This is an optimization exercise on Yosys and OpenROAD, whose aim is small area, a short achievable clock period and few clock cycles per item, not a production implementation. Function was not checked in any run shown here: the RTL went through the layout flow alone. Power and IR drop assume default switching activity.

**design/flow/config.mk**
```make
export PLATFORM = sky130hd
export DESIGN_NAME = array
export DESIGN_NICKNAME = array
export VERILOG_FILES = /design/flow/design.v
export SDC_FILE = /design/flow/constraint.sdc
export NUM_CORES = 4
export LEC_CHECK = 0
export CAP_MARGIN = 20
export CORE_MARGIN = 2
export CORE_UTILIZATION = 40
export CTS_BUF_LIST = sky130_fd_sc_hd__clkbuf_4 sky130_fd_sc_hd__clkbuf_8
export SETUP_SLACK_MARGIN = 2.0
export SLEW_MARGIN = 20
export SYNTH_HIERARCHICAL = 1
export SYNTH_MINIMUM_KEEP_SIZE = 0
```
**design/flow/constraint.sdc**
```tcl
create_clock -name core_clock -period 6.5 [get_ports {clk}]
set_input_delay 1.3000 -clock core_clock [delete_from_list [all_inputs] [get_ports {clk}]]
set_output_delay 1.3000 -clock core_clock [all_outputs]
set_load 0.01 [all_outputs]
```
**design/flow/design.v**
```verilog
`timescale 1ns / 1ps
module booth_enc #(
    parameter W = 8
)(
    input  wire [W-1:0]   b,
    output wire [W/2-1:0] one,
    output wire [W/2-1:0] two,
    output wire [W/2-1:0] neg
);
    wire [W:0] bx = {b, 1'b0};
    genvar i;
    generate
        for (i = 0; i < W/2; i = i + 1) begin : dig
            assign one[i] = bx[2*i+1] ^ bx[2*i];
            assign two[i] = (bx[2*i+2] & ~bx[2*i+1] & ~bx[2*i]) |
                            (~bx[2*i+2] & bx[2*i+1] & bx[2*i]);
            assign neg[i] = bx[2*i+2];
        end
    endgenerate
endmodule
module mac_pe_8_bit #(
    parameter W = 8
)(
    input  wire clk,
    input  wire clear,
    input  wire [W-1:0] a,
    input  wire [W/2-1:0] one,
    input  wire [W/2-1:0] two,
    input  wire [W/2-1:0] neg,
    output reg  [2*W-1:0] product
);
    wire pp_0_0 = ((one[0] & a[0])) ^ neg[0];
    wire pp_0_1 = ((one[0] & a[1]) | (two[0] & a[0])) ^ neg[0];
    wire pp_0_2 = ((one[0] & a[2]) | (two[0] & a[1])) ^ neg[0];
    wire pp_0_3 = ((one[0] & a[3]) | (two[0] & a[2])) ^ neg[0];
    wire pp_0_4 = ((one[0] & a[4]) | (two[0] & a[3])) ^ neg[0];
    wire pp_0_5 = ((one[0] & a[5]) | (two[0] & a[4])) ^ neg[0];
    wire pp_0_6 = ((one[0] & a[6]) | (two[0] & a[5])) ^ neg[0];
    wire pp_0_7 = ((one[0] & a[7]) | (two[0] & a[6])) ^ neg[0];
    wire pp_0_8 = ~(((one[0] & a[7]) | (two[0] & a[7])) ^ neg[0]);
    wire pp_1_0 = ((one[1] & a[0])) ^ neg[1];
    wire pp_1_1 = ((one[1] & a[1]) | (two[1] & a[0])) ^ neg[1];
    wire pp_1_2 = ((one[1] & a[2]) | (two[1] & a[1])) ^ neg[1];
    wire pp_1_3 = ((one[1] & a[3]) | (two[1] & a[2])) ^ neg[1];
    wire pp_1_4 = ((one[1] & a[4]) | (two[1] & a[3])) ^ neg[1];
    wire pp_1_5 = ((one[1] & a[5]) | (two[1] & a[4])) ^ neg[1];
    wire pp_1_6 = ((one[1] & a[6]) | (two[1] & a[5])) ^ neg[1];
    wire pp_1_7 = ((one[1] & a[7]) | (two[1] & a[6])) ^ neg[1];
    wire pp_1_8 = ~(((one[1] & a[7]) | (two[1] & a[7])) ^ neg[1]);
    wire pp_2_0 = ((one[2] & a[0])) ^ neg[2];
    wire pp_2_1 = ((one[2] & a[1]) | (two[2] & a[0])) ^ neg[2];
    wire pp_2_2 = ((one[2] & a[2]) | (two[2] & a[1])) ^ neg[2];
    wire pp_2_3 = ((one[2] & a[3]) | (two[2] & a[2])) ^ neg[2];
    wire pp_2_4 = ((one[2] & a[4]) | (two[2] & a[3])) ^ neg[2];
    wire pp_2_5 = ((one[2] & a[5]) | (two[2] & a[4])) ^ neg[2];
    wire pp_2_6 = ((one[2] & a[6]) | (two[2] & a[5])) ^ neg[2];
    wire pp_2_7 = ((one[2] & a[7]) | (two[2] & a[6])) ^ neg[2];
    wire pp_2_8 = ~(((one[2] & a[7]) | (two[2] & a[7])) ^ neg[2]);
    wire pp_3_0 = ((one[3] & a[0])) ^ neg[3];
    wire pp_3_1 = ((one[3] & a[1]) | (two[3] & a[0])) ^ neg[3];
    wire pp_3_2 = ((one[3] & a[2]) | (two[3] & a[1])) ^ neg[3];
    wire pp_3_3 = ((one[3] & a[3]) | (two[3] & a[2])) ^ neg[3];
    wire pp_3_4 = ((one[3] & a[4]) | (two[3] & a[3])) ^ neg[3];
    wire pp_3_5 = ((one[3] & a[5]) | (two[3] & a[4])) ^ neg[3];
    wire pp_3_6 = ((one[3] & a[6]) | (two[3] & a[5])) ^ neg[3];
    wire pp_3_7 = ((one[3] & a[7]) | (two[3] & a[6])) ^ neg[3];
    wire pp_3_8 = ~(((one[3] & a[7]) | (two[3] & a[7])) ^ neg[3]);
    wire acc_0 = ~clear & product[0];
    wire acc_1 = ~clear & product[1];
    wire acc_2 = ~clear & product[2];
    wire acc_3 = ~clear & product[3];
    wire acc_4 = ~clear & product[4];
    wire acc_5 = ~clear & product[5];
    wire acc_6 = ~clear & product[6];
    wire acc_7 = ~clear & product[7];
    wire acc_8 = clear | product[8];
    wire acc_9 = ~clear & product[9];
    wire acc_10 = ~clear & product[10];
    wire acc_11 = ~clear & product[11];
    wire acc_12 = ~clear & product[12];
    wire acc_13 = ~clear & product[13];
    wire acc_14 = ~clear & product[14];
    wire acc_15 = ~clear & product[15];
    wire s0, c0;
    ha_cell u0 (.x(acc_4), .y(neg[2]), .s(s0), .co(c0));
    wire s1, c1;
    ha_cell u1 (.x(acc_5), .y(pp_0_5), .s(s1), .co(c1));
    wire s2, c2;
    xfa_cell u2 (.x(acc_6), .y(neg[3]), .z(pp_0_6), .s(s2), .co(c2));
    wire s3, c3;
    ha_cell u3 (.x(pp_1_4), .y(pp_2_2), .s(s3), .co(c3));
    wire s4, c4;
    xfa_cell u4 (.x(acc_7), .y(pp_0_7), .z(pp_1_5), .s(s4), .co(c4));
    wire s5, c5;
    ha_cell u5 (.x(pp_2_3), .y(pp_3_1), .s(s5), .co(c5));
    wire s6, c6;
    fa_cell u6 (.x(acc_8), .y(pp_0_8), .z(pp_1_6), .s(s6), .co(c6));
    wire s7, c7;
    ha_cell u7 (.x(pp_2_4), .y(pp_3_2), .s(s7), .co(c7));
    wire s8, c8;
    fa_cell u8 (.x(acc_9), .y(pp_1_7), .z(pp_2_5), .s(s8), .co(c8));
    wire s9, c9;
    ha_cell u9 (.x(acc_10), .y(pp_1_8), .s(s9), .co(c9));
    wire s10, c10;
    ha_cell u10 (.x(acc_2), .y(neg[1]), .s(s10), .co(c10));
    wire s11, c11;
    ha_cell u11 (.x(acc_3), .y(pp_0_3), .s(s11), .co(c11));
    wire s12, c12;
    xfa_cell u12 (.x(s0), .y(pp_0_4), .z(pp_1_2), .s(s12), .co(c12));
    wire s13, c13;
    xfa_cell u13 (.x(c0), .y(pp_1_3), .z(pp_2_1), .s(s13), .co(c13));
    wire s14, c14;
    xfa_cell u14 (.x(pp_3_0), .y(c1), .z(s2), .s(s14), .co(c14));
    wire s15, c15;
    xfa_cell u15 (.x(c3), .y(s5), .z(c2), .s(s15), .co(c15));
    wire s16, c16;
    xfa_cell u16 (.x(c5), .y(s7), .z(c4), .s(s16), .co(c16));
    wire s17, c17;
    xfa_cell u17 (.x(pp_3_3), .y(c7), .z(c6), .s(s17), .co(c17));
    wire s18, c18;
    xfa_cell u18 (.x(pp_2_6), .y(pp_3_4), .z(s9), .s(s18), .co(c18));
    wire s19, c19;
    fa_cell u19 (.x(acc_11), .y(pp_2_7), .z(pp_3_5), .s(s19), .co(c19));
    wire s20, c20;
    ha_cell u20 (.x(acc_12), .y(pp_2_8), .s(s20), .co(c20));
    wire s21, c21;
    ha_cell u21 (.x(acc_0), .y(neg[0]), .s(s21), .co(c21));
    wire s22, c22;
    ha_cell u22 (.x(acc_1), .y(pp_0_1), .s(s22), .co(c22));
    wire s23, c23;
    fa_cell u23 (.x(s10), .y(pp_0_2), .z(pp_1_0), .s(s23), .co(c23));
    wire s24, c24;
    fa_cell u24 (.x(c10), .y(pp_1_1), .z(s11), .s(s24), .co(c24));
    wire s25, c25;
    fa_cell u25 (.x(pp_2_0), .y(c11), .z(s12), .s(s25), .co(c25));
    wire s26, c26;
    fa_cell u26 (.x(s1), .y(c12), .z(s13), .s(s26), .co(c26));
    wire s27, c27;
    xfa_cell u27 (.x(s3), .y(c13), .z(s14), .s(s27), .co(c27));
    wire s28, c28;
    xfa_cell u28 (.x(s4), .y(c14), .z(s15), .s(s28), .co(c28));
    wire s29, c29;
    xfa_cell u29 (.x(s6), .y(s16), .z(c15), .s(s29), .co(c29));
    wire s30, c30;
    xfa_cell u30 (.x(s8), .y(s17), .z(c16), .s(s30), .co(c30));
    wire s31, c31;
    xfa_cell u31 (.x(c8), .y(s18), .z(c17), .s(s31), .co(c31));
    wire s32, c32;
    fa_cell u32 (.x(c9), .y(s19), .z(c18), .s(s32), .co(c32));
    wire s33, c33;
    fa_cell u33 (.x(pp_3_6), .y(s20), .z(c19), .s(s33), .co(c33));
    wire s34, c34;
    fa_cell u34 (.x(acc_13), .y(pp_3_7), .z(c20), .s(s34), .co(c34));
    wire s35, c35;
    ha_cell u35 (.x(acc_14), .y(pp_3_8), .s(s35), .co(c35));
    wire [15:0] row0 = {acc_15, s35, s34, s33, s32, s31, s30, s29, s28, s27, s26, s25, s24, s23, s22, pp_0_0};
    wire [15:0] row1 = {c35, c34, c33, c32, c31, c30, c29, c28, c27, c26, c25, c24, c23, c22, c21, s21};
    always @(posedge clk)
        product <= row0 + row1;
endmodule
module fa_cell (input wire x, input wire y, input wire z, output wire s, output wire co);
    assign s  = x ^ y ^ z;
    assign co = (x & y) | (x & z) | (y & z);
endmodule
module ha_cell (input wire x, input wire y, output wire s, output wire co);
    assign s  = x ^ y;
    assign co = x & y;
endmodule
module xfa_cell (input wire x, input wire y, input wire z, output wire s, output wire co);
    xor3_cell u0 (.x(x), .y(y), .z(z), .o(s));
    maj_cell  u1 (.x(x), .y(y), .z(z), .o(co));
endmodule
module xor3_cell (input wire x, input wire y, input wire z, output wire o);
    assign o = x ^ y ^ z;
endmodule
module maj_cell (input wire x, input wire y, input wire z, output wire o);
    assign o = (x & y) | (x & z) | (y & z);
endmodule
`timescale 1ns / 1ps
module array #(
    parameter W = 8
)(
    input  wire clk,
    input  wire rst,
    input  wire start,
    input  wire signed [3*W-1:0] a,
    input  wire signed [3*W-1:0] b,
    output wire signed [9*2*W-1:0] result,
    output reg  result_valid
);
    reg beat1, beat2;
    reg accumulate;
    always @(posedge clk) begin
        if (rst) begin
            beat1        <= 1'b0;
            beat2        <= 1'b0;
            accumulate   <= 1'b0;
            result_valid <= 1'b0;
        end else begin
            beat1        <= start;
            beat2        <= beat1;
            accumulate   <= start | beat1;
            result_valid <= beat2;
        end
    end
    genvar i, j;
    generate
        for (j = 0; j < 3; j = j + 1) begin : enc
            wire [W/2-1:0] one, two, neg;
            booth_enc #(.W(W)) E (
                .b  (b[j*W +: W]),
                .one(one),
                .two(two),
                .neg(neg)
            );
        end
        for (i = 0; i < 3; i = i + 1) begin : row
            for (j = 0; j < 3; j = j + 1) begin : col
                mac_pe_8_bit PE (
                    .clk    (clk),
                    .clear  (~accumulate),
                    .a      (a[i*W +: W]),
                    .one    (enc[j].one),
                    .two    (enc[j].two),
                    .neg    (enc[j].neg),
                    .product(result[(i*3 + j)*2*W +: 2*W])
                );
            end
        end
    endgenerate
endmodule
```
**design/flow/flow/run.sh**
```bash
#!/bin/bash
# The standard layout (the standard.sh, standard synthesis unchanged), with
# the port buffers that ORFS inserts before global placement made of the
# smallest plain buffer instead of ORFS's default choice; repair steps resize
# them where timing needs it.
set -euo pipefail
bash standard.sh "BUFFER_PORTS_ARGS=-buffer_cell sky130_fd_sc_hd__buf_1" finish > standard.log 2>&1
```
**design/flow/standard.sh**
```bash
#!/bin/bash
# synth_recipe.tcl (not shown) runs the flow's synth.tcl, then flattens the netlist and writes it again
# the make line also repeats each setting of config.mk as NAME=value (left out here)
make -C /OpenROAD-flow-scripts/flow DESIGN_CONFIG=/design/flow/config.mk WORK_HOME=/design/flow/orfs CLKGATE_MAP_FILE= SYNTH_SCRIPT=/design/flow/synth_recipe.tcl "${@:-finish}"
```
==> results of run 1 <==
cells by family (layout without fill, tap and decap cells):
group           Yosys count  in the layout  share of synthesized area
compound gates          649            650                      0.195
xor+xnor                576            576                      0.285
fa+ha+maj               468            468                      0.264
simple gates            393            393                     0.0907
buf+inv                 259            401                     0.0436
flops                   148            148                      0.122
other cells               0              4                          0
path summary, 6_finish.rpt:
path	startpoint	endpoint	slack (ns)	cells past startpoint
setup / recovery	b[1]	row[0].col[0].PE.product[10]	2.08	15
hold / removal	beat2	result_valid	0.46	1
setup reg to reg	accumulate	row[2].col[2].PE.product[14]	2.40	12
hold reg to reg	beat2	result_valid	0.46	1
area by class of cell:
type | instances | share of cell area
inverters | 37 | 0.00515
well taps | 782 | 0.0356
multi-input cells | 2087 | 0.759
clock buffers | 18 | 0.00902
repair buffers | 332 | 0.0764
clock inverters | 14 | 0.00651
diodes | 4 | 0.000364
flip-flops and latches | 148 | 0.108
cell usage in the layout (no fill, tap or decap), types with 10 or more instances in the layout:
| cell | instances |
|---|---|
| nand2_1 | 102 |
| a21o_1 | 27 |
| o211ai_1 | 27 |
| buf_6 | 14 |
| buf_4 | 112 |
| xor3_1 | 126 |
| a22oi_1 | 252 |
| xor2_1 | 63 |
| a21oi_1 | 68 |
| buf_1 | 173 |
| dfxtp_1 | 148 |
| o21ai_0 | 72 |
| xnor2_1 | 376 |
| ha_1 | 229 |
| nor2b_1 | 148 |
| o21ai_1 | 17 |
| maj3_2 | 126 |
| a21oi_2 | 30 |
| or2_2 | 27 |
| o21ai_2 | 11 |
| nor2b_4 | 10 |
| inv_1 | 36 |
| nor2_1 | 27 |
| clkbuf_2 | 13 |
| a211oi_1 | 23 |
| clkbuf_8 | 18 |
| nand3_1 | 27 |
| buf_12 | 12 |
| fa_1 | 99 |
registers in the layout, indices dropped and copies added (netlist names):
signal / count
row.col.PE.product: 144
accumulate: 1
beat1: 1
beat2: 1
result_valid: 1
per-module statistics from Yosys (local to each module, per instance), a selection:
module        area (um^2)  flip-flops and latches  times used
ha_cell              12.5                       0         108
mac_pe_8_bit         1810                      16           9
maj_cell             11.3                       0         126
array                 113                       4           1
xor3_cell            23.8                       0         126
fa_cell              20.0                       0          90
stage by stage:
stage,util,setup WS [ns]
floorplan,-,2.03
global placement,0.431,0.971
detailed placement,0.431,0.851
CTS,0.446,2.00
global route,0.455,1.95
finish,0.455,2.08
power by group:
part | internal [mW] | leakage [nW] | total [mW] | switching (mW)
Clock | 0.393 | 0.199 | 0.843 | 0.451
Combinational | 6.31 | 9.71 | 13.1 | 6.80
Sequential | 1.56 | 1.25 | 1.85 | 0.293
Total | 8.26 | 11.2 | 15.8 | 7.55
synthesized netlist by cell type, drive strengths merged (12+ instances only):
library cell / number / area share
dfxtp: 148 / 0.12
xor2: 72 / 0.026
nor2b: 159 / 0.044
ha: 243 / 0.12
xnor2: 378 / 0.14
nand3: 27 / 0.0055
or2: 27 / 0.0069
o21ai: 105 / 0.023
fa: 99 / 0.081
buf: 33 / 0.0083
a22oi: 252 / 0.078
a21oi: 99 / 0.023
a21o: 36 / 0.012
maj3: 126 / 0.058
o211ai: 27 / 0.0083
a31oi: 18 / 0.010
clkbuf: 189 / 0.030
a211oi: 27 / 0.0083
inv: 37 / 0.0057
xor3: 126 / 0.12
nor2: 27 / 0.0042
o22ai: 12 / 0.0031
nand2: 102 / 0.016
what timing repair did:
item,CTS,global route
pin swaps,16,15
setup endpoints to repair,71,68
cloned,1,4
hold endpoints to repair,0,0
resized for setup,49,75
buffers inserted,24,29
per-layer routing:
layer | track usage | vias up
met5 | 0 | -
met4 | 0.0898 | 6
met3 | 0.0409 | 110
met2 | 0.348 | 543
met1 | 0.280 | 9598
li1 | - | 9231
worst reg2reg max path: cells and delay by family, from the launching register on:
kind            cells  cell delay (ns)
simple gates        1             0.19
buf+inv             2             0.99
xor+xnor            3             0.96
flops               1             0.34
fa+ha+maj           2             0.72
compound gates      4             0.85
==> impl_metrics.csv, run 1 <==
group,metric,value,unit
cells_and_area,regArea,0.00296,mm^2
sta,rsz0062_at_grt,"no",
sta,period_minus_slack,4.42,ns
die,core-area,0.0604,mm^2
grt,grt_max_degree,57,
worst_setup_path,cp-end-kind,"flop",
worst_setup_path,arrival,4.91,ns
die,rows,90,
detailed_routing,routed_wl,69300,um
worst_setup_path,slowest_stage,"xor3_1",
worst_setup_path,critical_path_buf_inv_count,4,
sta,setup_tns,0,ns
cts,cts.sinks,148,
placement,placed_area,0.0260,mm^2
pwr,p_total,15.8,mW
synthesis,synthCells,2493,
detailed_routing,wl_met2,32100,um
placement,placedCellCount,3328,
worst_setup_path,cp_top_family,"XOR/XNOR gates",
synthesis,async_flop_share,0,
detailed_routing,wl_met3,3460,um
cts,h-tree-depth,4,
status,outcome,"timing/DRC/antenna clean",
cells_and_area,syn2layout_area_growth,12.7,%
cts,clk_latency,0.58,ns
sta,timing.final.crit_share,0.679,
detailed_routing,met1_length,31500,um
cts,cts_root_buffer,"clkbuf_8",
cts,clockBufferDepth,2,
grt,grt_pass1_wl,108000,um
worst_setup_path,start_kind,"primary input",
synthesis,synth-seq-cells,148,
sta,fin_skew,0.0173,ns
cells_and_area,drive_above_1_share,0.183,
cells_and_area,final_nets,3016,
pwr,power_leakage,11.2,nW
synthesis,synth_sequential_area_ratio,0.122,
sta,final_max_slew_viol_count,0,
sta,setup-violations-final,0,
detailed_routing,dr.max_layer_used,"met5",
sta,worst_pin_slew,0.936,ns
placement,io_buffers,195,
synthesis,synth_nets,2886,
die,die_area,0.0629,mm^2
worst_setup_path,required,7.00,ns
pwr,p_per_area,575,mW/mm^2
die,io_pins,196,
synthesis,syn-mean-instance-area,9.78,um^2
detailed_routing,ant_nets,0,
synthesis,yosys_warnings,8,
detailed_routing,vias,19500,
sta,hold_violations,0,
detailed_routing,wl_per_cell,20.3,um
grt,antenna_found_initial,6,
cells_and_area,multi_input_area,0.0209,mm^2
cts,ctsHoldBuffers,0,
cells_and_area,nFillCells,5758,
sta,clock.fmax,226,MHz
die,start_util,0.404,
placement,dp_hpwl,51500,um
pwr,ir_drop,0.000224,V
detailed_routing,drc_errors,0,
run,max_cap_viol_count,0,
synthesis,yosys_most_used_dff,"dfxtp_1",
cts,cts_tree,"done",
grt,track_usage,0.215,
grt,grt-ovfl-total,0,
synthesis,synth_edf_count,0,
cells_and_area,final_cell_area,0.0275,mm^2
hold_path,hold_class,"reg2reg",
cells_and_area,fin_cells,3422,
worst_setup_path,crit_fanout,16,
worst_setup_path,worstSetupPathType,"in2reg",
placement,place.gp.congestion,0.894,
grt,grt_pass1_vias,19600,
detailed_routing,drt_iter0_markers,1342,
worst_setup_path,worst_path_largest_cell_delay,0.47,ns
cts,cts_buffers,17,
synthesis,synth_cell_type_count,46,
worst_setup_path,cp_cell_sequence,"clkbuf_4 -> buf_12 -> nor2b_2 -> buf_6 -> buf_4 -> a22oi_1 -> xnor2_1 -> xor3_1 -> fa_1 -> ha_1 -> a21oi_2 -> and2b_1 -> a21oi_2 -> a41oi_1 -> xnor2_1",
cts,clkSlewWorstSetupHoldPaths,0.10,ns
die,die_y,251,um
die,fp.dieW,251,um
detailed_routing,drtPass1Iterations,6,
sta,slew-limit-headroom,0.376,
sta,hold_slack,0.462,ns
detailed_routing,vias_per_cell,5.69,
synthesis,syn_area,0.0244,mm^2
==> inputs of run 2 (changes only) <==
--- a/design/flow/config.mk
+++ b/design/flow/config.mk
@@ -11,3 +11,3 @@
 export CTS_BUF_LIST = sky130_fd_sc_hd__clkbuf_4 sky130_fd_sc_hd__clkbuf_8
-export SETUP_SLACK_MARGIN = 2.0
+export SETUP_SLACK_MARGIN = 1.75
 export SLEW_MARGIN = 20
==> run 2 against run 1 <==
  * Synthesized cell count unchanged
  * Sequential cell count unchanged
  * Critical path depth up 1
  * Maximum frequency down 4.4%
  * Sequential power about the same
  * Largest power group unchanged
  * Worst hold slack worse by 0.017 ns
  * Clock-buffer cell count up 5
  * Global-route usage up 0.43 points
  * Register-to-register slack worse by 0.37 ns
==> impl_metrics.csv, run 2 <==
group,metric,value,unit
sta,clock.fmax,216,MHz
worst_setup_path,required,6.96,ns
pwr,power_leakage,10.9,nW
synthesis,synth_top_area_cell,"xnor2_1",
cells_and_area,most-common-layout-cells,"xnor2_1 (378), a22oi_1 (252), ha_1 (243)",
synthesis,async_flop_share,0,
synthesis,synth_sequential_area_ratio,0.122,
grt,track_usage,0.219,
grt,grt_pass1_vias,19300,
worst_setup_path,arrival,5.08,ns
die,die_y,251,um
worst_setup_path,start_kind,"primary input",
sta,final_max_slew_viol_count,0,
sta,fin_skew,0.0216,ns
sta,hold_slack,0.445,ns
synthesis,synth_top_area_share,0.136,
detailed_routing,wl_per_cell,20.6,um
sta,setup_tns,0,ns
worst_setup_path,worstSetupPathType,"in2reg",
placement,io_buffers,195,
sta,period_minus_slack,4.62,ns
cts,cts_root_buffer,"clkbuf_8",
die,die_area,0.0629,mm^2
synthesis,synthTopCellsByArea,"xnor2_1 (14%), ha_1 (12%), xor3_1 (12%), dfxtp_1 (12%), fa_1 (8.1%)",
cts,clk_latency,0.58,ns
pwr,p_total,15.4,mW
cts,cts_buffers,17,
die,start_util,0.404,
placement,dp_hpwl,51700,um
pwr,p_per_area,576,mW/mm^2
synthesis,synth_cell_type_count,46,
worst_setup_path,cp-end-kind,"flop",
die,core-area,0.0604,mm^2
grt,grt_max_degree,61,
synthesis,synth-seq-cells,148,
cells_and_area,largest_reg_flops,144,
grt,antenna_found_initial,2,
worst_setup_path,slowest_stage,"xor3_1",
synthesis,synth_nets,2886,
sta,setup-violations-final,0,
worst_setup_path,critical_path_buf_inv_count,3,
placement,place.gp.congestion,0.862,
die,rows,90,
worst_setup_path,crit_fanout,17,
sta,timing.final.crit_share,0.711,
sta,rsz0062_at_grt,"yes",
run,max_cap_viol_count,0,
worst_setup_path,cp_cell_sequence,"clkbuf_2 -> buf_12 -> nand3b_1 -> o21ai_2 -> buf_6 -> a22oi_1 -> xnor2_1 -> ha_1 -> xor3_1 -> xor3_1 -> ha_1 -> a21oi_1 -> o21ai_0 -> nor3b_1 -> o21ai_0 -> o311a_1",
hold_path,hold_class,"reg2reg",
cells_and_area,regArea,0.00296,mm^2
cts,h-tree-depth,4,
detailed_routing,drtPass1Iterations,5,
synthesis,syn-mean-instance-area,9.78,um^2
cts,clkSlewWorstSetupHoldPaths,0.09,ns
worst_setup_path,worst_path_largest_cell_delay,0.43,ns
cells_and_area,syn2layout_area_growth,9.78,%
sta,hold_violations,0,
synthesis,synth_edf_count,0,
cells_and_area,nFillCells,5793,
synthesis,synth.most_common_cell,"xnor2_1",
detailed_routing,ant_nets,0,
cells_and_area,top_register,"row.col.PE.product",
cells_and_area,drive_above_1_share,0.156,
synthesis,syn_area,0.0244,mm^2
detailed_routing,vias,19300,
cts,cts.sinks,148,
synthesis,yosys_most_used_dff,"dfxtp_1",
cells_and_area,multi_input_area,0.0206,mm^2
status,outcome,"timing/DRC/antenna clean",
grt,grt-ovfl-total,0,
detailed_routing,drc_errors,0,
detailed_routing,vias_per_cell,5.71,
sta,slew-limit-headroom,0.296,
grt,grt_pass1_wl,108000,um
sta,worst_pin_slew,1.06,ns
die,io_pins,196,
synthesis,synthCells,2493,
worst_setup_path,cp_top_family,"XOR/XNOR gates",
detailed_routing,drt_iter0_markers,1458,
synthesis,synthTopCellsByCount,"xnor2_1 (378), a22oi_1 (252), ha_1 (243)",
synthesis,yosys_warnings,8,
cells_and_area,final_nets,2976,
detailed_routing,routed_wl,69700,um
cts,cts_tree,"done",
cts,clockBufferDepth,2,
cells_and_area,final_common_cell,"xnor2_1",
die,fp.dieW,251,um
pwr,ir_drop,0.000263,V
-- run 2: final timing paths --
| check | cells past startpoint | to | slack [ns] | from |
|---|---|---|---|---|
| setup / recovery | 16 | row[1].col[1].PE.product[13] | 1.88 | b[11] |
| hold / removal | 1 | result_valid | 0.44 | beat2 |
| setup reg to reg | 12 | row[0].col[0].PE.product[9] | 2.03 | accumulate |
| hold reg to reg | 1 | result_valid | 0.44 | beat2 |
-- run 2: final cells by class --
| cell class | count | area share |
|---|---|---|
| Clock buffer | 23 | 0.0116 |
| Clock inverter | 8 | 0.00547 |
| Timing Repair Buffer | 293 | 0.0618 |
| Multi-Input combinational cell | 2086 | 0.769 |
| Inverter | 37 | 0.00528 |
| Tap cell | 782 | 0.0366 |
| Sequential cell | 148 | 0.111 |
| Antenna cell | 1 | 0.0000935 |
-- run 2: kinds of logic after synthesis --
family,count (synthesis),synth area share
compound gates,649,0.195
xor+xnor,576,0.285
fa+ha+maj,468,0.264
buf+inv,259,0.0436
flops,148,0.122
simple gates,393,0.0907
-- run 2: Yosys stat by module, one instance, submodules excluded, a selection --
module	flip-flops and latches	copies in the design	cell area (um^2)
array	4	1	113
fa_cell	0	90	20.0
ha_cell	0	108	12.5
mac_pe_8_bit	16	9	1810
maj_cell	0	126	11.3
xor3_cell	0	126	23.8
-- run 2: worst register-to-register path, delay by kind of cell, from the launching register on --
family | cells | cell delay (ns)
buf+inv | 2 | 1.24
fa+ha+maj | 3 | 1.17
compound gates | 4 | 0.95
xor+xnor | 2 | 0.53
flops | 1 | 0.33
simple gates | 1 | 0.11
-- run 2: timing repair --
| action | in CTS | in global routing |
|---|---|---|
| buffers inserted | 0 | 16 |
| pin swaps | 0 | 9 |
| hold buffers | 0 | 0 |
| setup endpoints to repair | 34 | 61 |
| resized for setup | 14 | 54 |
| cloned | 0 | 3 |
-- run 2: power by group --
group | switching, mW | internal (mW)
clock network | 0.427 | 0.471
logic | 6.68 | 6.01
registers | 0.266 | 1.56
-- run 2: metal layers --
| metal | track usage | up-vias | wire [um] |
|---|---|---|---|
| met3 | 0.0374 | 98 | 3270 |
| met5 | 0 | - | 0 |
| met1 | 0.291 | 9527 | 31500 |
| met4 | 0.0743 | 0 | 1910 |
| li1 | - | 9136 | - |
| met2 | 0.360 | 521 | 33000 |
-- run 2: stage by stage --
stage	worst slack [ns]	cells	cell area (um^2)	utilization
2_1_floorplan	1.93	2493	24400	-
3_3_place_gp	0.880	3327	25900	0.429
3_5_place_dp	0.822	3327	25900	0.429
4_1_cts	1.75	3358	26400	0.438
5_1_grt	1.72	3378	26800	0.443
6_report	1.88	3378	26800	0.443
==> inputs of run 3 (changes only) <==
--- a/design/flow/design.v
+++ b/design/flow/design.v
@@ -96,3 +96,3 @@
     wire s6, c6;
-    fa_cell u6 (.x(acc_8), .y(pp_0_8), .z(pp_1_6), .s(s6), .co(c6));
+    xfa_cell u6 (.x(acc_8), .y(pp_0_8), .z(pp_1_6), .s(s6), .co(c6));
     wire s7, c7;
@@ -110,9 +110,9 @@
     wire s13, c13;
-    xfa_cell u13 (.x(c0), .y(pp_1_3), .z(pp_2_1), .s(s13), .co(c13));
+    fa_cell u13 (.x(c0), .y(pp_1_3), .z(pp_2_1), .s(s13), .co(c13));
     wire s14, c14;
-    xfa_cell u14 (.x(pp_3_0), .y(c1), .z(s2), .s(s14), .co(c14));
+    xfa_cell u14 (.x(pp_3_0), .y(s2), .z(c1), .s(s14), .co(c14));
     wire s15, c15;
-    xfa_cell u15 (.x(c3), .y(s5), .z(c2), .s(s15), .co(c15));
+    xfa_cell u15 (.x(c3), .y(s4), .z(s5), .s(s15), .co(c15));
     wire s16, c16;
-    xfa_cell u16 (.x(c5), .y(s7), .z(c4), .s(s16), .co(c16));
+    xfa_cell u16 (.x(c5), .y(s6), .z(s7), .s(s16), .co(c16));
     wire s17, c17;
@@ -132,3 +132,3 @@
     wire s24, c24;
-    fa_cell u24 (.x(c10), .y(pp_1_1), .z(s11), .s(s24), .co(c24));
+    xfa_cell u24 (.x(c10), .y(pp_1_1), .z(s11), .s(s24), .co(c24));
     wire s25, c25;
@@ -136,3 +136,3 @@
     wire s26, c26;
-    fa_cell u26 (.x(s1), .y(c12), .z(s13), .s(s26), .co(c26));
+    xfa_cell u26 (.x(s1), .y(c12), .z(s13), .s(s26), .co(c26));
     wire s27, c27;
@@ -140,5 +140,5 @@
     wire s28, c28;
-    xfa_cell u28 (.x(s4), .y(c14), .z(s15), .s(s28), .co(c28));
+    xfa_cell u28 (.x(c2), .y(c14), .z(s15), .s(s28), .co(c28));
     wire s29, c29;
-    xfa_cell u29 (.x(s6), .y(s16), .z(c15), .s(s29), .co(c29));
+    xfa_cell u29 (.x(c4), .y(s16), .z(c15), .s(s29), .co(c29));
     wire s30, c30;
@@ -148,3 +148,3 @@
     wire s32, c32;
-    fa_cell u32 (.x(c9), .y(s19), .z(c18), .s(s32), .co(c32));
+    xfa_cell u32 (.x(c9), .y(s19), .z(c18), .s(s32), .co(c32));
     wire s33, c33;
@@ -169,7 +169,9 @@
 module xfa_cell (input wire x, input wire y, input wire z, output wire s, output wire co);
-    xor3_cell u0 (.x(x), .y(y), .z(z), .o(s));
-    maj_cell  u1 (.x(x), .y(y), .z(z), .o(co));
-endmodule
-module xor3_cell (input wire x, input wire y, input wire z, output wire o);
-    assign o = x ^ y ^ z;
+    wire t;
+    xor_cell u0 (.x(x), .y(y), .o(t));
+    xor_cell u1 (.x(t), .y(z), .o(s));
+    maj_cell u2 (.x(x), .y(y), .z(z), .o(co));
+endmodule
+module xor_cell (input wire x, input wire y, output wire o);
+    assign o = x ^ y;
 endmodule
--- a/design/flow/config.mk
+++ b/design/flow/config.mk
@@ -10,4 +10,3 @@
 export CORE_UTILIZATION = 40
-export CTS_BUF_LIST = sky130_fd_sc_hd__clkbuf_4 sky130_fd_sc_hd__clkbuf_8
-export SETUP_SLACK_MARGIN = 1.75
+export SETUP_SLACK_MARGIN = 2.0
 export SLEW_MARGIN = 20
==> run 3 against run 2 <==
  * Setup slack better by 0.20 ns
  * Die area decreased by 2.2%
  * Synthesized cell count rose by 7.2%
  * Clock power increased by 22%
  * Wire length is 3.7% higher
  * Final area increased by 3.0%
  * Utilization increased by 2.4 points
  * Largest cell class unchanged
==> impl_metrics.csv, run 3 <==
group,metric,value,unit
cts,clkSlewWorstSetupHoldPaths,0.07,ns
cts,clk_latency,0.51,ns
run,max_cap_viol_count,0,
grt,antenna_found_initial,2,
placement,io_buffers,195,
detailed_routing,routed_wl,72400,um
detailed_routing,vias_per_cell,5.70,
die,die_area,0.0615,mm^2
synthesis,synth_top_area_cell,"xnor2_1",
placement,place.gp.congestion,0.867,
worst_setup_path,startpoint,"b[2]",
placement,placedCellCount,3495,
hold_path,hold_class,"reg2reg",
grt,grt_max_degree,55,
cells_and_area,final_nets,3189,
grt,grt_pass1_vias,19700,
detailed_routing,drtPass1Iterations,6,
worst_setup_path,required,6.92,ns
sta,slew-limit-headroom,0.460,
grt,grt_pass1_wl,107000,um
placement,dp_hpwl,50400,um
worst_setup_path,cp-end-kind,"flop",
cells_and_area,top_register,"row.col.PE.product",
sta,period_minus_slack,4.42,ns
pwr,p_per_area,585,mW/mm^2
status,outcome,"timing/DRC/antenna clean",
synthesis,synth_top_area_share,0.139,
sta,final_max_slew_viol_count,0,
die,die_y,248,um
cts,clockBufferDepth,2,
cts,ctsHoldBuffers,0,
grt,grt-ovfl-total,0,
worst_setup_path,cp_cell_sequence,"buf_2 -> nand2b_1 -> o22ai_4 -> buf_8 -> a22oi_1 -> xnor2_1 -> buf_4 -> maj3_2 -> maj3_2 -> maj3_2 -> ha_2 -> a21o_2 -> a21o_1 -> a221o_1 -> a21oi_2 -> xnor2_1",
worst_setup_path,slowest_stage,"a221o_1",
worst_setup_path,ff2ff_path_depth,13,
sta,hold_violations,0,
detailed_routing,wl_per_cell,20.0,um
die,rows,89,
synthesis,synth-seq-cells,148,
synthesis,synthTopCellsByArea,"xnor2_1 (14%), xor2_1 (14%), ha_1 (13%), dfxtp_1 (12%), a22oi_1 (7.9%)",
pwr,power_leakage,11.0,nW
pwr,ir_drop,0.000302,V
die,io_pins,196,
sta,rsz0062_at_grt,"yes",
cells_and_area,nFillCells,5571,
synthesis,async_flop_share,0,
sta,timing.final.crit_share,0.680,
cells_and_area,final_common_cell,"xnor2_1",
cells_and_area,largest_reg_flops,144,
synthesis,synth_sequential_area_ratio,0.124,
synthesis,syn-mean-instance-area,8.91,um^2
worst_setup_path,cp_common_cell,"maj3_2",
cts,cts_buffers,17,
synthesis,synthCells,2673,
cells_and_area,fin_cells,3609,
sta,worst_pin_slew,0.810,ns
sta,fin_skew,0.0199,ns
hold_path,hp-start,"beat2",
detailed_routing,vias,20600,
cells_and_area,most-common-layout-cells,"xnor2_1 (374), xor2_1 (363), a22oi_1 (252)",
synthesis,synthTopCellsByCount,"xnor2_1 (378), xor2_1 (378), a22oi_1 (252)",
synthesis,synth_edf_count,0,
synthesis,yosys_warnings,8,
die,fp.dieW,248,um
worst_setup_path,worst_path_largest_cell_delay,0.36,ns
cts,cts_tree,"done",
detailed_routing,drt_iter0_markers,1446,
cts,h-tree-depth,4,
worst_setup_path,start_kind,"primary input",
sta,setup_tns,0,ns
die,start_util,0.404,
synthesis,yosys_most_used_dff,"dfxtp_1",
sta,hold_slack,0.459,ns
detailed_routing,ant_nets,0,
synthesis,syn_area,0.0238,mm^2
worst_setup_path,arrival,4.84,ns
sta,setup-violations-final,0,
cts,cts_root_buffer,"clkbuf_16",
synthesis,synth_nets,3039,
worst_setup_path,reg2reg_from,"accumulate",
worst_setup_path,worstSetupPathType,"in2reg",
cells_and_area,drive_above_1_share,0.201,
cells_and_area,fin_util,0.468,
worst_setup_path,crit_fanout,16,
worst_setup_path,regToRegSetupSlack,2.45,ns
cts,cts.sinks,148,
detailed_routing,drc_errors,0,
hold_path,whs_path_depth,1,
cells_and_area,syn2layout_area_growth,15.7,%
grt,track_usage,0.219,
sta,clock.fmax,226,MHz
synthesis,synth_cell_type_count,45,
die,core-area,0.0589,mm^2
-- run 3: cell count changes after synthesis --
cell    delta
fa_1      -27
xor3_1   -126
maj3_2    +27
xor2_1   +306
-- run 3: worst paths after layout --
kind / end
setup / recovery: row[1].col[0].PE.product[14]
hold / removal: result_valid
setup reg to reg: row[0].col[1].PE.product[11]
hold reg to reg: result_valid
-- run 3: logic make-up after synthesis --
kind of cell	Yosys count	synth area share
fa+ha+maj	468	0.260
flops	148	0.124
buf+inv	259	0.0446
xor+xnor	756	0.278
compound gates	649	0.200
simple gates	393	0.0928
-- run 3: repair_timing --
action | 4_1_cts | 5_1_grt
setup buffers | 15 | 48
resized for setup | 74 | 153
endpoints found under the setup margin | 66 | 64
pin swaps | 13 | 58
gates cloned | 3 | 16
-- run 3: modules after synthesis, one instance, submodules excluded, a selection --
module	copies in the design	cell area, um^2
mac_pe_8_bit	9	1810
array	1	113
fa_cell	63	20.0
ha_cell	108	12.5
maj_cell	153	11.3
xor_cell	306	8.76
-- run 3: worst max-delay path: cells and delay by family --
family,cells,cell delay [ns]
buf+inv,3,0.51
fa+ha+maj,4,1.34
xor+xnor,2,0.32
simple gates,1,0.22
compound gates,6,1.14
-- run 3: metrics by stage --
| stage | cell area (um^2) | power [mW] | setup slack [ns] |
|---|---|---|---|
| final | 27600 | 16.1 | 2.08 |
| after global routing | 27600 | 17.5 | 1.90 |
| after CTS | 26500 | 15.5 | 2.00 |
| after detailed placement | 25300 | 14.2 | 0.747 |
| after global placement | 25300 | 13.9 | 0.868 |
| after floorplan | 23800 | 11.8 | 2.02 |
-- run 3: layout make-up --
class                           count  area [um^2]  share of cell area
Multi-Input combinational cell   2268        20500               0.743
Sequential cell                   148         2960               0.107
Timing Repair Buffer              351         2420              0.0877
Tap cell                          773          967              0.0351
Clock buffer                       22          474              0.0172
Inverter                           37          141             0.00513
Clock inverter                      9          128             0.00463
Antenna cell                        1         2.50           0.0000908
-- run 3: power by group --
part,switching [mW],total (mW),internal (mW)
clock network,0.472,1.10,0.629
logic,7.31,13.2,5.88
registers,0.287,1.85,1.56
-- run 3: layer usage --
layer  wire, um  GRT usage  share of wire  vias to the layer above
met3       3810     0.0354          0.053                      134
met5          0          0              0                        -
met4       2630     0.0867          0.036                        0
li1           -          -              -                     9708
met1      31900      0.287           0.44                    10100
met2      34000      0.360           0.47                      654
==> inputs of run 4 (changes only) <==
--- a/design/flow/config.mk
+++ b/design/flow/config.mk
@@ -10,3 +10,3 @@
 export CORE_UTILIZATION = 40
-export SETUP_SLACK_MARGIN = 2.0
+export SETUP_SLACK_MARGIN = 2.5
 export SLEW_MARGIN = 20
==> run 4 against run 3 <==
  * Still clean
  * Total power is 33% higher
  * Setup slack gained 0.088 ns
  * Sequential share of layout area shrank 1.6 points
  * Clock power shrank 4%
  * Register-to-register slack worse by 0.03 ns
  * Critical path depth unchanged
  * Sequential power is essentially flat
  * Clock-buffer cell count is the same
  * Wire length grew 12%
  * Critical path type unchanged
  * Highest routed layer unchanged
==> impl_metrics.csv, run 4 <==
group,metric,value,unit
synthesis,syn_area,0.0238,mm^2
cts,h-tree-depth,4,
synthesis,yosys_warnings,8,
cells_and_area,nFillCells,4989,
die,start_util,0.404,
cells_and_area,most-common-layout-cells,"xnor2_1 (340), xor2_1 (331), buf_4 (316)",
placement,placedCellCount,3489,
synthesis,synth-seq-cells,148,
sta,final_max_slew_viol_count,0,
status,outcome,"timing/DRC/antenna clean",
pwr,p_comb_frac,0.863,
pwr,ir_drop,0.000384,V
die,die_y,248,um
detailed_routing,wl_per_cell,21.0,um
pwr,p_seq_frac,0.088,
grt,grt_pass1_wl,118000,um
cells_and_area,fin_cells,3856,
pwr,p_total,21.4,mW
cts,clk_latency,0.51,ns
pwr,power.internal,11.2,mW
worst_setup_path,worstSetupPathType,"in2reg",
sta,slew-limit-headroom,0.572,
cells_and_area,final_common_cell,"xnor2_1",
sta,setup-violations-final,0,
die,io_pins,196,
grt,grt_max_degree,73,
cts,ctsHoldBuffers,0,
synthesis,async_flop_share,0,
synthesis,synth_cell_type_count,45,
placement,place.gp.congestion,0.849,
synthesis,synthCells,2673,
synthesis,synth_sequential_area_ratio,0.124,
synthesis,synthTopCellsByArea,"xnor2_1 (14%), xor2_1 (14%), ha_1 (13%), dfxtp_1 (12%), a22oi_1 (7.9%)",
synthesis,synth_nets,3039,
detailed_routing,drtPass1Iterations,5,
sta,hold_violations,0,
synthesis,synth_top_area_share,0.139,
detailed_routing,vias,22000,
sta,clock.fmax,231,MHz
pwr,switching_share,0.477,
pwr,p_switching,10.2,mW
cells_and_area,syn2layout_area_growth,36.1,%
worst_setup_path,crit_fanout,8,
cells_and_area,final_nets,3438,
cells_and_area,drive_above_1_share,0.363,
worst_setup_path,start_kind,"primary input",
placement,io_buffers,195,
cells_and_area,final_cell_area,0.0324,mm^2
placement,placed_area,0.0257,mm^2
detailed_routing,drt_iter0_markers,1342,
synthesis,synthTopCellsByCount,"xnor2_1 (378), xor2_1 (378), a22oi_1 (252)",
cts,clkSlewWorstSetupHoldPaths,0.07,ns
detailed_routing,routed_wl,81100,um
cts,cts_tree,"done",
sta,rsz0062_at_grt,"yes",
die,die_area,0.0615,mm^2
worst_setup_path,cp-end-kind,"flop",
cells_and_area,antennaDiodeCount,0,
cells_and_area,largest_reg_flops,144,
synthesis,synth_edf_count,0,
worst_setup_path,arrival,4.77,ns
grt,track_usage,0.243,
cts,clockBufferDepth,2,
die,fp.dieW,248,um
grt,grt_pass1_vias,22200,
die,rows,89,
pwr,p_per_area,660,mW/mm^2
detailed_routing,drc_errors,0,
worst_setup_path,required,6.94,ns
sta,fin_skew,0.0102,ns
synthesis,yosys_most_used_dff,"dfxtp_1",
cts,cts.sinks,148,
hold_path,hold_class,"reg2reg",
cells_and_area,fin_util,0.550,
sta,period_minus_slack,4.33,ns
die,core-area,0.0589,mm^2
pwr,power_leakage,12.9,nW
cells_and_area,top_register,"row.col.PE.product",
synthesis,synth_top_area_cell,"xnor2_1",
pwr,clkPwrFrac,0.050,
grt,antenna_found_initial,0,
detailed_routing,vias_per_cell,5.71,
cts,cts_root_buffer,"clkbuf_16",
grt,grt-ovfl-total,0,
placement,dp_hpwl,51000,um
sta,timing.final.crit_share,0.666,
run,max_cap_viol_count,0,
sta,setup_tns,0,ns
sta,worst_pin_slew,0.643,ns
cts,cts_buffers,17,
detailed_routing,ant_nets,0,
synthesis,syn-mean-instance-area,8.91,um^2
run 4: cells by family (layout without fill, tap and decap cells):
| logic type | after synthesis | after routing | share of synthesized area |
|---|---|---|---|
| flops | 148 | 148 | 0.124 |
| buf+inv | 259 | 663 | 0.0446 |
| fa+ha+maj | 468 | 468 | 0.260 |
| compound gates | 649 | 652 | 0.200 |
| xor+xnor | 756 | 756 | 0.278 |
| simple gates | 393 | 396 | 0.0928 |
run 4: final cells by class:
class,count,area [um^2],area share
Clock buffer,22,474,0.0146
Clock inverter,8,101,0.00313
Inverter,37,144,0.00444
Multi-Input combinational cell,2272,23000,0.709
Sequential cell,148,2960,0.0914
Tap cell,773,967,0.0298
Timing Repair Buffer,596,4790,0.148
run 4: layer usage:
metal	vias to the layer above	track usage	part of all wire	wire (um)
li1	10200	-	-	-
met3	191	0.0501	0.060	4860
met1	10900	0.290	0.41	33200
met2	747	0.423	0.50	40200
met5	-	0	0	0
met4	0	0.100	0.035	2800
run 4: metrics by stage:
stage               hold slack (ns)  setup WS [ns]
detailed placement            0.431          0.997
global route                  0.458           2.04
finish                        0.439           2.17
CTS                           0.446           2.44
global placement              0.420           1.13
floorplan                     0.414           2.24
run 4: worst max-delay path: stages:
cell and delay, ns:
clkbuf_16 0.14, nor2b_4 0.23, buf_6 0.17, a22oi_1 0.08
xnor2_1 0.24, xor2_1 0.20, xor2_1 0.27, xor2_1 0.24
xor2_1 0.29, xor2_1 0.29, ha_1 0.33, a21oi_2 0.22
o211ai_1 0.17, a221o_1 0.33, a21oi_2 0.13, xnor2_1 0.13
run 4: Yosys stat by module, one instance, submodules excluded, excerpt:
module / copies in the design / cells inside / area, um^2 / flip-flops and latches
fa_cell: 63 / 1 / 20.0 / 0
mac_pe_8_bit: 9 / 220 / 1810 / 16
xor_cell: 306 / 1 / 8.76 / 0
maj_cell: 153 / 1 / 11.3 / 0
ha_cell: 108 / 1 / 12.5 / 0
array: 1 / 9 / 113 / 4
run 4: path summary, 6_finish.rpt:
check / from / end / slack (ns) / cells past startpoint
setup reg to reg: accumulate / row[1].col[2].PE.product[12] / 2.42 / 15
hold reg to reg: beat2 / result_valid / 0.44 / 1
setup / recovery: b[17] / row[2].col[2].PE.product[14] / 2.17 / 16
hold / removal: beat2 / result_valid / 0.44 / 1
run 4: repair_timing:
action	CTS	global route
resized for setup	331	345
pin swaps	264	398
buffers inserted	192	121
cloned	21	3
setup endpoints to repair	98	76
run 4: power groups by stage:
stage,Combinational [mW],Clock [mW],Sequential [mW]
finish,18.5,1.06,1.88
detailed placement,12.8,0,1.89
floorplan,10.5,0,1.98
global placement,12.5,0,1.89
global route,19.9,1.12,1.93
CTS,14.9,1.09,1.88
==> inputs of run 5 (changes only) <==
--- a/design/flow/config.mk
+++ b/design/flow/config.mk
@@ -10,3 +10,4 @@
 export CORE_UTILIZATION = 40
-export SETUP_SLACK_MARGIN = 2.5
+export CTS_BUF_LIST = sky130_fd_sc_hd__clkbuf_4 sky130_fd_sc_hd__clkbuf_8
+export SETUP_SLACK_MARGIN = 2.0
 export SLEW_MARGIN = 20
==> run 5 against run 4 <==
  * Still clean
  * Worst hold slack improved by 0.024 ns
  * Largest power group unchanged
  * Combinational power fell by 31%
  * Clock skew up 0.019 ns
  * Utilization is 9.5 points lower
  * Sequential power hardly changed
  * Final cell count shrank 7.2%
  * Sequential cell count stayed put
  * Largest cell class unchanged
  * Non-clock buffer count fell by 275
  * Register-to-register slack gained 0.02 ns
  * Wire length is 13% lower
  * Clock power is 19% lower
  * Maximum frequency shrank 1.5%
==> impl_metrics.csv, run 5 <==
group,metric,value,unit
cells_and_area,final_common_cell,"xnor2_1",
detailed_routing,vias_per_cell,5.65,
worst_setup_path,required,6.98,ns
placement,placedCellCount,3495,
worst_setup_path,start_kind,"primary input",
synthesis,synthTopCellsByCount,"xnor2_1 (378), xor2_1 (378), a22oi_1 (252)",
cells_and_area,regArea,0.00296,mm^2
sta,timing.final.crit_share,0.677,
worst_setup_path,cp_common_cell,"xor2_1",
die,die_area,0.0615,mm^2
sta,hold_violations,0,
status,outcome,"timing/DRC/antenna clean",
sta,fin_skew,0.0295,ns
grt,grt_pass1_wl,106000,um
die,die_y,248,um
cts,clk_latency,0.60,ns
synthesis,synth_edf_count,0,
cells_and_area,largest_reg_flops,144,
detailed_routing,vias,20200,
worst_setup_path,crit_cells,17,
worst_setup_path,slowest_stage,"ha_1",
pwr,ir_drop,0.000301,V
cts,clkSlewWorstSetupHoldPaths,0.09,ns
grt,track_usage,0.217,
placement,io_buffers,195,
synthesis,synth_top_area_cell,"xnor2_1",
sta,clock.fmax,227,MHz
die,io_pins,196,
worst_setup_path,cp-end-kind,"flop",
cells_and_area,final_cell_area,0.0268,mm^2
placement,place.gp.congestion,0.867,
sta,final_max_slew_viol_count,0,
synthesis,synth_top_area_share,0.139,
cts,clockBufferDepth,2,
worst_setup_path,crit_fanout,16,
cells_and_area,multi_input_area,0.0202,mm^2
die,rows,89,
cells_and_area,fin_cells,3580,
sta,setup_tns,0,ns
synthesis,synthCells,2673,
cells_and_area,final_nets,3159,
sta,rsz0062_at_grt,"yes",
sta,period_minus_slack,4.40,ns
detailed_routing,drt_iter0_markers,1549,
sta,setup-violations-final,0,
placement,dp_hpwl,50400,um
cts,cts_root_buffer,"clkbuf_8",
worst_setup_path,critical_path_buf_inv_count,2,
hold_path,hold_class,"reg2reg",
detailed_routing,drtPass1Iterations,5,
run,max_cap_viol_count,0,
grt,grt-ovfl-total,0,
cells_and_area,nFillCells,5648,
cts,cts_buffers,17,
detailed_routing,routed_wl,70300,um
cells_and_area,drive_above_1_share,0.178,
hold_path,whs_path_depth,1,
pwr,p_per_area,579,mW/mm^2
cts,cts_tree,"done",
worst_setup_path,cp_cell_sequence,"clkbuf_2 -> nor2b_1 -> buf_6 -> o21ai_0 -> xor2_1 -> xor2_1 -> xor2_1 -> xor2_1 -> xor2_1 -> xor2_1 -> xor2_1 -> ha_1 -> a21oi_1 -> o21ai_1 -> a31oi_1 -> o31ai_2 -> xnor2_1",
grt,antenna_found_initial,3,
synthesis,syn_area,0.0238,mm^2
die,start_util,0.404,
worst_setup_path,cp_top_family,"XOR/XNOR gates",
synthesis,syn-mean-instance-area,8.91,um^2
worst_setup_path,ff2ff_path_depth,13,
sta,worst_pin_slew,0.842,ns
grt,grt_max_degree,55,
worst_setup_path,worst_path_largest_cell_delay,0.34,ns
die,core-area,0.0589,mm^2
synthesis,synth_cell_type_count,45,
placement,placed_area,0.0253,mm^2
cts,h-tree-depth,4,
grt,grt_pass1_vias,19600,
cts,cts.sinks,148,
sta,slew-limit-headroom,0.439,
synthesis,yosys_most_used_dff,"dfxtp_1",
worst_setup_path,worstSetupPathType,"in2reg",
pwr,power_leakage,10.7,nW
synthesis,synthTopCellsByArea,"xnor2_1 (14%), xor2_1 (14%), ha_1 (13%), dfxtp_1 (12%), a22oi_1 (7.9%)",
cts,ctsHoldBuffers,0,
detailed_routing,ant_nets,0,
synthesis,synth_nets,3039,
synthesis,yosys_warnings,8,
detailed_routing,drc_errors,0,
cells_and_area,top_register,"row.col.PE.product",
worst_setup_path,arrival,4.88,ns
synthesis,synth-seq-cells,148,
synthesis,synth_sequential_area_ratio,0.124,
cells_and_area,most-common-layout-cells,"xnor2_1 (376), xor2_1 (368), a22oi_1 (252)",
die,fp.dieW,248,um
synthesis,async_flop_share,0,
pwr,p_total,15.5,mW
detailed_routing,wl_per_cell,19.6,um
sta,hold_slack,0.463,ns
cells_and_area,syn2layout_area_growth,12.5,%
==> run 5: per-module statistics from Yosys, one instance, submodules excluded, excerpt <==
module | cells | flops+latches
array | 9 | 4
ha_cell | 1 | 0
fa_cell | 1 | 0
xor_cell | 1 | 0
maj_cell | 1 | 0
mac_pe_8_bit | 220 | 16
==> run 5: cells by family after synthesis <==
| kind of cell | after synthesis | share of synthesized area |
|---|---|---|
| and+or+nand+nor | 393 | 0.0928 |
| AOI/OAI and AO/OA | 649 | 0.200 |
| adders and majority gates | 468 | 0.260 |
| xor gates and xnor gates | 756 | 0.278 |
| buffers and inverters | 259 | 0.0446 |
| DFF | 148 | 0.124 |
==> run 5: metrics by stage <==
step                utilization  setup WS, ns
floorplan                     -          2.02
global placement          0.430         0.868
detailed placement        0.430         0.747
CTS                       0.442          1.99
global route              0.455          1.95
finish                    0.455          2.10
==> run 5: path summary, 6_finish.rpt <==
path / startpoint / to / slack (ns)
worst max-delay path: b[17] / row[2].col[2].PE.product[15] / 2.10
worst min register to register: beat2 / result_valid / 0.46
worst min-delay path: beat2 / result_valid / 0.46
worst max register to register: accumulate / row[0].col[1].PE.product[11] / 2.44
==> run 5: repair_timing <==
item                       CTS  global route
gates resized for setup     49           101
setup endpoints to repair   51            57
setup buffers                8            31
cloned                       1            12
hold endpoints to repair     0             0
pin swaps                    8            36
==> run 5: metal layers <==
layer | vias up | part of all wire | global-route usage
li1 | 9652 | - | -
met2 | 575 | 0.47 | 0.356
met1 | 9905 | 0.45 | 0.285
met5 | - | 0 | 0
met4 | 0 | 0.030 | 0.0796
met3 | 104 | 0.052 | 0.0366
==> run 5: final cells by class <==
cell class / instances / area share
multi-input combinational: 2268 / 0.755
sequential: 148 / 0.111
timing repair buffer: 321 / 0.0776
tap: 773 / 0.0361
clock buffer: 22 / 0.0108
inverter: 37 / 0.00528
clock inverter: 9 / 0.00476
antenna: 2 / 0.000187
==> run 5: power breakdown <==
group,total [mW],switching [mW],internal (mW)
clock network,0.857,0.443,0.414
registers,1.85,0.290,1.56
logic,12.8,7.14,5.66
==> inputs of run 6 (changes only) <==
==> design/flow/run.sh (new file) <==
#!/bin/bash
# synth_recipe.tcl (not shown) runs the flow's synth.tcl, then flattens the netlist and writes it again
# the make line also repeats each setting of config.mk as NAME=value (left out here)
make -C /OpenROAD-flow-scripts/flow DESIGN_CONFIG=/design/flow/config.mk WORK_HOME=/design/flow/orfs CLKGATE_MAP_FILE= SYNTH_SCRIPT=/design/flow/synth_recipe.tcl finish
--- a/design/flow/config.mk
+++ b/design/flow/config.mk
@@ -10,4 +10,3 @@
 export CORE_UTILIZATION = 40
-export CTS_BUF_LIST = sky130_fd_sc_hd__clkbuf_4 sky130_fd_sc_hd__clkbuf_8
-export SETUP_SLACK_MARGIN = 2.0
+export SETUP_SLACK_MARGIN = 1.5
 export SLEW_MARGIN = 20
removed: design/flow/flow/run.sh
removed: design/flow/standard.sh
==> run 6 against run 5 <==
  * Sequential share of layout area is 0.27 points lower
  * Critical path depth is 4 lower
  * Worst hold slack better by 0.00086 ns
  * Final area is 2.5% higher
  * Largest cell class unchanged
  * Sequential cell count stayed put
  * Non-clock buffer count is 19 lower
  * Via count is 0.49% lower
  * Register-to-register slack worse by 0.14 ns
  * Clock-buffer cell count is 2 lower
  * Critical endpoint is now row[2].col[0].PE.product[13]
  * Global-route usage is 0.80 points higher
  * Still clean
  * Setup slack worse by 0.44 ns
  * Die area stayed put
==> impl_metrics.csv, run 6 <==
group,metric,value,unit
status,outcome,"timing/DRC/antenna clean",
cts,cts_buffers,17,
pwr,p_per_area,588,mW/mm^2
die,core-area,0.0589,mm^2
synthesis,async_flop_share,0,
cts,clk_latency,0.52,ns
worst_setup_path,arrival,5.28,ns
cells_and_area,syn2layout_area_growth,15.3,%
sta,hold_violations,0,
placement,io_buffers,195,
grt,grt_pass1_vias,20100,
detailed_routing,vias,20100,
pwr,p_total,16.2,mW
cts,clkSlewWorstSetupHoldPaths,0.06,ns
die,start_util,0.404,
sta,rsz0062_at_grt,"no",
grt,grt_pass1_wl,109000,um
synthesis,yosys_warnings,8,
synthesis,synth_top_family_by_area,"XOR/XNOR gates",
cells_and_area,nFillCells,5577,
synthesis,synth_nets,3039,
worst_setup_path,crit_fanout,16,
run,max_cap_viol_count,0,
synthesis,synth_edf_count,0,
pwr,ir_drop,0.000348,V
synthesis,yosys.area_share.simple,0.0928,
cells_and_area,most-common-layout-cells,"xnor2_1 (378), xor2_1 (369), a22oi_1 (252)",
worst_setup_path,worstSetupPathType,"in2reg",
sta,slew-limit-headroom,0.297,
cells_and_area,final_nets,3138,
sta,period_minus_slack,4.83,ns
detailed_routing,ant_nets,0,
die,io_pins,196,
synthesis,synth_cell_type_count,45,
synthesis,synthTopCellsByCount,"xnor2_1 (378), xor2_1 (378), a22oi_1 (252)",
cts,clockBufferDepth,2,
grt,grt_max_degree,53,
synthesis,syn-mean-instance-area,8.91,um^2
cts,cts_root_buffer,"clkbuf_16",
detailed_routing,drc_errors,0,
hold_path,whs_path_depth,1,
synthesis,muxShareOfSynthArea,0,
sta,setup_tns,0,ns
cells_and_area,largest_reg_flops,144,
worst_setup_path,cp-end-kind,"flop",
die,die_y,248,um
worst_setup_path,start_kind,"primary input",
cts,cts_tree,"done",
cells_and_area,drive_above_1_share,0.156,
synthesis,synth_compound_area_frac,0.200,
sta,clock.fmax,207,MHz
die,fp.dieW,248,um
grt,grt-ovfl-total,0,
cts,ctsHoldBuffers,0,
pwr,power_leakage,11.1,nW
synthesis,yosys_most_used_dff,"dfxtp_1",
placement,place.gp.congestion,0.869,
sta,worst_pin_slew,1.05,ns
worst_setup_path,ff2ff_path_depth,14,
hold_path,hold_class,"reg2reg",
synthesis,synthAdderAreaFrac,0.260,
detailed_routing,drtPass1Iterations,6,
cells_and_area,final_cell_area,0.0275,mm^2
die,rows,89,
grt,track_usage,0.225,
synthesis,synth-seq-cells,148,
die,die_area,0.0615,mm^2
synthesis,synthTopCellsByArea,"xnor2_1 (14%), xor2_1 (14%), ha_1 (13%), dfxtp_1 (12%), a22oi_1 (7.9%)",
cts,h-tree-depth,4,
synthesis,synth_top_area_cell,"xnor2_1",
worst_setup_path,required,6.94,ns
cells_and_area,top_register,"row.col.PE.product",
detailed_routing,routed_wl,69900,um
detailed_routing,wl_per_cell,19.6,um
synthesis,synth_sequential_area_ratio,0.124,
synthesis,syn_area,0.0238,mm^2
cells_and_area,final_common_cell,"xnor2_1",
sta,setup-violations-final,0,
sta,final_max_slew_viol_count,0,
placement,dp_hpwl,51400,um
synthesis,synthCells,2673,
cts,cts.sinks,148,
detailed_routing,drt_iter0_markers,1365,
grt,antenna_found_initial,2,
synthesis,synth-xor-area-share,0.278,
placement,placed_area,0.0265,mm^2
synthesis,synth_top_area_share,0.139,
sta,fin_skew,0.0131,ns
detailed_routing,vias_per_cell,5.66,
sta,timing.final.crit_share,0.744,
==> run 6: path summary, 6_finish.rpt <==
path	from	endpoint	slack, ns
worst max-delay path	a[18]	row[2].col[0].PE.product[13]	1.67
worst min-delay path	beat2	result_valid	0.46
worst max register to register	accumulate	row[0].col[2].PE.product[13]	2.30
worst min register to register	beat2	result_valid	0.46
==> run 6: timing repair <==
action / CTS / global route
gates resized for setup: 3 / 51
pin swaps: 0 / 20
setup endpoints to repair: 7 / 55
setup buffers: 0 / 18
cloned: 0 / 2
==> run 6: cells by family after synthesis <==
family	Yosys count
adders and majority gates	468
xor gates and xnor gates	756
buffers and inverters	259
AOI/OAI and AO/OA	649
DFF	148
and+or+nand+nor	393
==> run 6: per-stage QoR <==
step	cells	hold WS (ns)	util	setup WS, ns
global route	3560	0.475	0.467	1.44
floorplan	2673	0.414	-	2.02
finish	3560	0.464	0.467	1.67
CTS	3538	0.471	0.461	1.49
detailed placement	3506	0.462	0.450	0.816
global placement	3506	0.435	0.450	0.908
==> run 6: layer usage <==
layer,share of wire,wire [um],up-vias,track usage
met1,0.44,30600,9838,0.287
li1,-,-,9584,-
met2,0.48,33500,602,0.380
met4,0.034,2360,0,0.0939
met5,0,0,-,0
met3,0.050,3520,112,0.0319
==> run 6: Yosys stat by module, one instance, submodules excluded, a selection <==
module / times used / cell area, um^2
fa_cell: 63 / 20.0
array: 1 / 113
xor_cell: 306 / 8.76
ha_cell: 108 / 12.5
mac_pe_8_bit: 9 / 1810
maj_cell: 153 / 11.3
==> run 6: layout make-up <==
cell class              instances  area (um^2)  area share
inverters                      37          141     0.00514
multi-input cells            2266        20000       0.727
diodes                          2         5.00    0.000182
repair buffers                302         2800       0.102
clock inverters                12          153     0.00555
clock buffers                  20          467      0.0170
well taps                     773          967      0.0352
flip-flops and latches        148         2960       0.108
==> run 6: where the power goes <==
| group | internal [mW] | total, mW | switching [mW] |
|---|---|---|---|
| Sequential | 1.56 | 1.88 | 0.315 |
| Combinational | 6.09 | 13.2 | 7.09 |
| Clock | 0.631 | 1.11 | 0.480 |
| Total | 8.28 | 16.2 | 7.89 |
==> run 6: critical path, stage by stage <==
cell             delay [ns]
clkdlybuf4s50_1        1.10
a22oi_1                0.23
xnor2_1                0.22
ha_1                   0.23
xor2_1                 0.20
xor2_1                 0.26
xor2_1                 0.21
xor2_1                 0.18
ha_1                   0.33
a21oi_1                0.21
o21ai_1                0.18
a221oi_1               0.37
o311a_1                0.24

[port drivers added, routing unchanged]
In the flow no input, the clock included, has a driving cell. The finished layouts below were timed again as built, in two steps. Step 1 sets driving cells, clkbuf_16 on the clock port and buf_2 on the other inputs (assumed; they add their load-dependent delay and slew). Step 2 moves the port delays by t, midway between the first and last clock arrival at a register: inputs arrive t later, outputs are due t later. That takes back most of the time a late clock gives input paths. Slacks: no drivers / after step 1 / after step 2; pairs: no drivers / after step 1.
run	shift t [ns]	slack for setup (ns)	pins driven straight from the clock port
run 1	0.627	2.084 / 2.060 / 1.432	1
run 2	0.623	1.879 / 1.912 / 1.289	1
run 3	0.556	2.080 / 2.104 / 1.548	1
run 4	0.565	2.168 / 2.158 / 1.594	1
run 5	0.647	2.101 / 2.136 / 1.489	1
run 6	0.570	1.666 / 1.706 / 1.136	1
After both steps setup and hold are still met in every run listed. For run 1, which loses most, drivers alone change the setup slack by -0.024 ns; drivers and shift together by -0.652 ns.
